Background: an optimization exercise with open tools, aiming at small area and a short achievable clock period. Do not read the settings as production practice. In this exercise RTL edits were held to simulation tests only and were not proved equivalent to the original. Power and IR drop assume default switching activity.

--- config.mk ---
export PLATFORM = sky130hd
export DESIGN_NAME = alu64_sync
export DESIGN_NICKNAME = alu64_sync
export VERILOG_FILES = /design/flow/design.v
export SDC_FILE = /design/flow/constraint.sdc
export NUM_CORES = 4
export LEC_CHECK = 0
export CAP_MARGIN = 20
export CORE_MARGIN = 2
export CORE_UTILIZATION = 40
export SLEW_MARGIN = 20
--- constraint.sdc ---
create_clock -name core_clock -period 4.0 [get_ports {clk}]
set_input_delay 0.8000 -clock core_clock [delete_from_list [all_inputs] [get_ports {clk}]]
set_output_delay 0.8000 -clock core_clock [all_outputs]
set_load 0.01 [all_outputs]
--- design.v ---
`timescale 1ns / 1ps
module and64(
    input [63:0] A,
    input [63:0] B,
    output [63:0] S
    );
	assign S = A & B;
endmodule
`timescale 1ns / 1ps
module or64(
    input [63:0] A,
    input [63:0] B,
    output [63:0] S
    );
	assign S = A | B;
endmodule
`timescale 1ns / 1ps
module xnor64(
    input [63:0] A,
    input [63:0] B,
    output [63:0] S
    );
	assign S = A ^ B;
endmodule
`timescale 1ns / 1ps
module xor64_by_1(
    input [63:0] A,
    input B,
    output [63:0] S
    );
	assign S = A ^ {64{B}};
endmodule
`timescale 1ns / 1ps
module comp_sign_extend(
    input [63:0] din,
    input ext,
    output [64:0] dout
    );
	 assign dout[64:0] = {~ext & din[63], din[63:0]};
endmodule
`timescale 1ns / 1ps
module set_lsb(
    input set,
    output [63:0] dout
    );
	 assign dout[63:0] = {63'd0, set};
endmodule
`timescale 1ns / 1ps
module vadder64(
    input [63:0] A,
    input [63:0] B,
    input Cin,
    output Cout,
    output [63:0] S
    );
	 reg [64:0] out;
	 assign S = out[63:0];
	 assign Cout = out[64];
	 always @(*)
	 begin
		out = A + B + Cin;
	 end
endmodule
`timescale 1ns / 1ps
module shift64(
    input signed [63:0] A,
    input [5:0] V,
	 input [1:0] M,
    output [63:0] S
    );
	reg [63:0] out;
	assign S = out;
	always @(*)
	begin
		case (M)
			2'b00:	out = A << V;
			2'b01:	out = A >> V;
			2'b10:	out = A << V;
			2'b11: 	out = A >>> V;
		endcase
	end
endmodule
`timescale 1ns / 1ps
module lt65(
    input [64:0] a,
    input [64:0] b,
    output a_lt_b
    );
	assign a_lt_b = $signed(a) < $signed(b);
endmodule
`timescale 1ns / 1ps
module gt65(
    input [64:0] a,
    input [64:0] b,
    output a_gt_b
    );
	assign a_gt_b = $signed(a) > $signed(b);
endmodule
`timescale 1ns / 1ps
module mux8_to_1_x64(
    input [63:0] X0,
    input [63:0] X1,
    input [63:0] X2,
    input [63:0] X3,
    input [63:0] X4,
    input [63:0] X5,
    input [63:0] X6,
    input [63:0] X7,
	 input [63:0] XD,
    input [2:0] S,
	 input EN,
    output [63:0] Q
    );
	reg [63:0] out;
	assign Q = out;
	always @(*)
	begin
		if (EN)
		begin
			case (S)
				3'b000:	out = X0;
				3'b001:	out = X1;
				3'b010:	out = X2;
				3'b011:	out = X3;
				3'b100:	out = X4;
				3'b101:	out = X5;
				3'b110:	out = X6;
				3'b111:	out = X7;
				default:	out = X0;
			endcase
		end
		else
		begin
			out = XD;
		end
	end
endmodule
`timescale 1ns / 1ps
module alu64(en, 
             MD, 
             OP, 
             R1, 
             R2, 
             EQ, 
             GT, 
             LT, 
             OVR, 
             Q);
    input en;
    input MD;
    input [2:0] OP;
    input [63:0] R1;
    input [63:0] R2;
   output EQ;
   output GT;
   output LT;
   output OVR;
   output [63:0] Q;
   wire [63:0] add_out;
   wire [63:0] and_out;
   wire [63:0] or_out;
   wire [64:0] R1_cmp;
   wire [64:0] R2_cmp;
   wire [63:0] sgt_out;
   wire [63:0] shift_out;
   wire [63:0] slt_out;
   wire [63:0] XLXN_11;
   wire [63:0] xnor_out;
   wire LT_DUMMY;
   wire GT_DUMMY;
   assign GT = GT_DUMMY;
   assign LT = LT_DUMMY;
   and64 XLXI_2 (.A(R1[63:0]), 
                 .B(R2[63:0]), 
                 .S(and_out[63:0]));
   or64 XLXI_3 (.A(R1[63:0]), 
                .B(R2[63:0]), 
                .S(or_out[63:0]));
   xor64_by_1 XLXI_8 (.A(R2[63:0]), 
                      .B(MD), 
                      .S(XLXN_11[63:0]));
   shift64 XLXI_12 (.A(R1[63:0]), 
                    .M({MD, OP[2]}), 
                    .V(R2[5:0]), 
                    .S(shift_out[63:0]));
   assign EQ = ~(GT_DUMMY | LT_DUMMY);
   xnor64 XLXI_54 (.A(R1[63:0]), 
                   .B(R2[63:0]), 
                   .S(xnor_out[63:0]));
   gt65 XLXI_58 (.a(R1_cmp[64:0]), 
                 .b(R2_cmp[64:0]), 
                 .a_gt_b(GT_DUMMY));
   lt65 XLXI_59 (.a(R1_cmp[64:0]), 
                 .b(R2_cmp[64:0]), 
                 .a_lt_b(LT_DUMMY));
   comp_sign_extend XLXI_60 (.din(R1[63:0]), 
                             .ext(MD), 
                             .dout(R1_cmp[64:0]));
   comp_sign_extend XLXI_61 (.din(R2[63:0]), 
                             .ext(MD), 
                             .dout(R2_cmp[64:0]));
   set_lsb XLXI_64 (.set(LT_DUMMY), 
                    .dout(slt_out[63:0]));
   set_lsb XLXI_65 (.set(GT_DUMMY), 
                    .dout(sgt_out[63:0]));
   vadder64 XLXI_67 (.A(R1[63:0]), 
                     .B(XLXN_11[63:0]), 
                     .Cin(MD), 
                     .Cout(OVR), 
                     .S(add_out[63:0]));
   mux8_to_1_x64 XLXI_69 (.EN(en), 
                          .S(OP[2:0]), 
                          .XD(R1[63:0]), 
                          .X0(add_out[63:0]), 
                          .X1(shift_out[63:0]), 
                          .X2(slt_out[63:0]), 
                          .X3(sgt_out[63:0]), 
                          .X4(xnor_out[63:0]), 
                          .X5(shift_out[63:0]), 
                          .X6(or_out[63:0]), 
                          .X7(and_out[63:0]), 
                          .Q(Q[63:0]));
endmodule
`timescale 1ns / 1ps
module alu64_sync(
    input clk,
    input en,
    input MD,
    input [2:0] OP,
    input [63:0] R1,
    input [63:0] R2,
    output reg EQ,
    output reg GT,
    output reg LT,
    output reg OVR,
    output reg [63:0] Q
    );
	reg en_r, MD_r;
	reg [2:0] OP_r;
	reg [63:0] R1_r, R2_r;
	wire EQ_w, GT_w, LT_w, OVR_w;
	wire [63:0] Q_w;
	always @(posedge clk)
	begin
		en_r <= en;
		MD_r <= MD;
		OP_r <= OP;
		R1_r <= R1;
		R2_r <= R2;
		EQ <= EQ_w;
		GT <= GT_w;
		LT <= LT_w;
		OVR <= OVR_w;
		Q <= Q_w;
	end
	alu64 u_alu (
		.en(en_r),
		.MD(MD_r),
		.OP(OP_r),
		.R1(R1_r),
		.R2(R2_r),
		.EQ(EQ_w),
		.GT(GT_w),
		.LT(LT_w),
		.OVR(OVR_w),
		.Q(Q_w));
endmodule
--- run.sh ---
#!/bin/bash
# synth_recipe.tcl (not shown) runs the flow's synth.tcl, then flattens the netlist and writes it again
# the make line also repeats each setting of config.mk as NAME=value (left out here)
make -C /OpenROAD-flow-scripts/flow DESIGN_CONFIG=/design/flow/config.mk WORK_HOME=/design/flow/orfs CLKGATE_MAP_FILE= SYNTH_SCRIPT=/design/flow/synth_recipe.tcl finish
==> implementation parameters <==
Parameter                              Value

STA
  Total count of max-transition violations in the final report ... 0
  Number of endpoints failing setup at the final stage ... 0
  Highest attainable clock frequency ... 260 MHz
  Fin. Hold Viols ... 0
  Least-Margin Pin Slew ... 1.09 ns
  Worst clock skew ... 0.0212 ns
  Final clock period utilization by the worst path ... 96.1%
  RSZ-0062 raised after global routing ... yes
  Min Hold Slack ... between 0.5 and 0.6 ns
  Worst path setup slack after routing ... 0.154 ns
  Final critical delay including setup and external delays ... 3.85 ns
  Worst slew margin relative to its limit ... 27.0%
  Final-layout setup total negative slack ... 0 ns

Route
  Total number of vias ... 25,400
  Residual antenna-violating net count after detailed routing ... 0
  Wire per inst ... 28.9 um
  DR DRC count ... 0
  Post-DR vias/cell ... 6.29
  Total Wirelength ... ~120 mm
  Detailed-router iteration count before antenna repair ... 6
  First DRT Iteration DRCs ... 3,373

Yosys
  Synthesized cell area ... roughly 24,000 sq um
  Cells after synthesis ... 2,998
  Number of distinct standard cells referenced by the synthesized netlist ... 106
  Asr flop ratio synth ... 0%
  Most used flip-flop cell after synthesis ... dfxtp_1
  Number of synthesized register bits ... around 200
  Sequential element share of the synthesized area ... roughly 17%
  Number of synthesis warnings ... 4
  Average size of a mapped cell ... 7.99 sq um
  Count of flip-flops with a built-in enable after synthesis ... 0
  Synthesized net count ... 3,390

Layout
  Layout Cells excl Fill ... approximately 4,000
  Post-synthesis to final-layout area growth ... 19.2%
  Fin util ... 48.3%
  Final design area excluding fillers ... approximately 29,000 sq um
  Net total in the final layout ... 3,642
  Ratio of cells with drive above 1 in the final layout ... 14.8%

Pwr
  Pwr/cell area ... 303 nW/um^2
  Maximum vdd ir drop ... approximately 0.39 mV
  Static Leakage ... 12.3 nW
  Tot Pwr ... 8.66 mW

Clock network
  CTS clk-pin slew, worst paths ... 0.06 ns
  Total number of clock tree sinks ... ~200
  Clock insertion delay at the later pin of the skew report ... 0.56 ns
  CTS tree ... done
  Post CTS Setup Buffer Count ... 0
  Root Buffer Master ... clkbuf_16
  Max Root-Sink Buffers ... 3
  H-tree Lvls ... 1
  CTS Buf Count ... 25

GRT
  Number of antenna violations at the first check in global routing ... 8
  Number of global-route vias before repair ... roughly 24,000
  Global-route wire length before repair ... 169 mm
  Overall overflow remaining after global route ... 0
  Total routing usage reported by global routing ... 36.5%
  Pin count of the biggest net entering global routing ... 148

Worst setup path
  R2R cell count ... 11
  Type of origin of the critical path ... flop
  WP buf/inv ... 2
  Required @ worst endpoint ... 4.48 ns
  Delay-heaviest family, CP ... compound AO/OA/AOI/OAI gates
  Delay of the slowest cell on the worst path ... 0.84 ns
  Worst Setup End Kind ... flop
  Largest fanout on the critical path ... 66
  CP Cell Sequence ... buf_12 -> buf_4 -> mux4_2 -> nor2_1 -> nor2_1 -> a21oi_1 -> o22ai_1 -> o21ai_0 -> o22ai_1 -> a221oi_1 -> nor2_1
  Data arrival time of the critical path ... 4.32 ns
  Reg-to-reg setup timing slack ... 0.15 ns
  Reg-to-Reg Start ... R2_r[1]
  Crit Path Class ... flop to flop
  Worst path slowest cell ... o22ai_1
  Most common cell type on the critical path ... nor2_1
  Endpoint of the worst-slack reg-to-reg timing path ... Q[21]

Floorplanning
  IO Pins ... 202
  Total number of placement rows ... slightly below 90
  Total core area ... 59,100 sq um
  Floorplan die area ... around 62,000 sq um
  Die height ... 249 um
  Die W ... roughly 250 um
  Starting density of the core ... slightly above 40%

Place
  Number of port buffers ... 201
  DP Wirelength ... 93.2 mm
  Worst-case setup slack after placement ... 0.0578 ns
  Routability congestion estimate ... between 1 and 1.5
  Post-detailed-placement cell area ... approximately 28,000 sq um
  Placed insts ... 3,996

Hold path
  Worst hold path startpoint ... R1_r[6]
  Endpoint of the worst hold path ... Q[6]
  Hold path cells ... 2
  Type of the tightest min-delay check ... flop to flop

Status
  Run status ... finished clean

Run
  Maximum capacitance violations ... 0
-- worst min-delay path: cells and delay by family (launching register included) --
kind,cells,cell delay [ns]
AO/OA/AOI/OAI,1,0.10
buffers and inverters,1,0.07
flip-flops,1,0.31
-- layer usage --
layer / global-route usage (%) / part of all wire, % / up-vias
met4: 12.3 / 3.7 / 8
met2: 53.2 / 42 / 1461
li1: - / - / 11400
met3: 8.09 / 11 / 179
met5: 0 / 0.036 / -
met1: 52.9 / 44 / 12400
-- how the worst max path moves through the flow --
stage	startpoint	to	slack, ns	cells after the start
after global routing	MD_r	Q[61]	-0.005	15
after detailed placement	R1_r[15]	Q[0]	0.06	11
after global placement	R1_r[15]	Q[0]	0.16	11
after floorplan	MD_r	Q[55]	-0.04	16
final	R2_r[1]	Q[21]	0.15	11
after CTS	R2_r[1]	Q[10]	0.18	14
-- final cells by class --
class | count | area [sq um]
Tap cell | 773 | 967
Inverter | 194 | 731
Clock inverter | 18 | 180
Clock buffer | 27 | 654
Antenna cell | 2 | 5.00
Sequential cell | 201 | 4050
Timing Repair Buffer | 441 | 3910
Fill cell | 5857 | 30600
Multi-Input combinational cell | 2387 | 18000
-- cells in the final DEF, fill, tap and decap left out, drive strengths merged, types with 10 or more instances in the layout --
cell type and count:
a221oi 22, a31oi 41, nor3 55, a211oi 44
ha 257, o22ai 37, a2111oi 14, mux2 40
and2 18, xnor2 26, a22oi 37, clkbuf 27
and3 10, nand3 35, o21a 19, mux4 122
inv 196, nand2 220, clkinv 10, o21ai 213
o221ai 17, clkdlybuf4s50 201, o211ai 23, a21o 42
o21bai 29, nor2 407, a21oi 280, mux2i 108
buf 240, or3 15, xor2 78, nand2b 14
nor4 18, dfxtp 201, nand4 15, nor2b 12
-- state kept, by name, summed over array words and instances (netlist names) --
| register | count |
|---|---|
| GT | 1 |
| MD_r | 1 |
| Q | 64 |
| R2_r | 64 |
| en_r | 1 |
| R1_r | 64 |
| LT | 1 |
| EQ | 1 |
| OVR | 1 |
| OP_r | 3 |
-- synthesized netlist by cell type, types with 10 or more instances --
master / number / share of area (%)
a221oi_1: 19 / 0.69
or3_1: 15 / 0.39
xor2_1: 78 / 2.9
nor2b_1: 12 / 0.31
o21ai_0: 194 / 4.1
nor2_1: 406 / 6.4
nand3_1: 35 / 0.73
buf_1: 19 / 0.30
a21oi_1: 275 / 5.7
a22oi_1: 37 / 1.2
nand4_1: 15 / 0.39
clkbuf_8: 12 / 0.69
o21ai_1: 18 / 0.38
clkbuf_1: 124 / 1.9
o221ai_1: 17 / 0.62
buf_2: 28 / 0.58
nor3_1: 55 / 1.1
nand2b_1: 13 / 0.34
and2_1: 18 / 0.47
a21o_1: 42 / 1.3
nor4_1: 18 / 0.47
o21a_1: 19 / 0.60
o21bai_1: 27 / 0.85
mux2_2: 40 / 1.9
a211oi_1: 44 / 1.4
inv_1: 191 / 3.0
xnor2_1: 26 / 0.95
a31oi_1: 41 / 1.1
o22ai_1: 36 / 0.94
buf_6: 13 / 0.61
mux2i_1: 108 / 4.5
nand2_1: 219 / 3.4
dfxtp_1: 201 / 17
o211ai_1: 21 / 0.66
mux4_1: 20 / 2.2
mux4_2: 102 / 9.6
ha_1: 257 / 13
a2111oi_0: 11 / 0.40
and3_1: 10 / 0.26
-- logic make-up after synthesis --
kind of cell	after synthesis	synth area share, %
DFF	201	16.8
and+or+nand+nor	848	15.4
xor gates and xnor gates	104	3.80
muxes	270	18.2
AOI/OAI and AO/OA	907	24.3
buffers and inverters	410	8.06
adders and majority gates	258	13.5
-- timing repair --
action                                  4_1_cts  5_1_grt
gates resized for setup                       1        4
hold buffers                                  0        0
endpoints found under the setup margin        1        6
-- power breakdown --
group	total, mW	switching, mW	internal, mW
clock network	2.31	0.981	1.33
registers	2.35	0.194	2.16
logic	4.00	2.39	1.61
total	8.66	3.56	5.10

## separate check: timing with driven ports
No port has a modelled driver above. Below, the same layout with a new extraction and two added sets of constraints.
Step 1: set_driving_cell puts a clkbuf_16 on clk and a buf_2 on each other input, an assumption about the parent block.
Step 2 times the ports against the registers' clock, not the clock port: input delays grow and output delays shrink by t, the midpoint of the rising clock arrivals with the driver on.
Three values: no drivers, after step 1, after step 2; two values: the first two.
t (ns): 0.607
setup WS [ns]: 0.154 / 0.154 / 0.154
worst setup path after step 2: register to register
After both steps this run still meets setup and hold. The setup slack of this run moves by 0.000 ns with the drivers and by 0.000 ns with both steps.
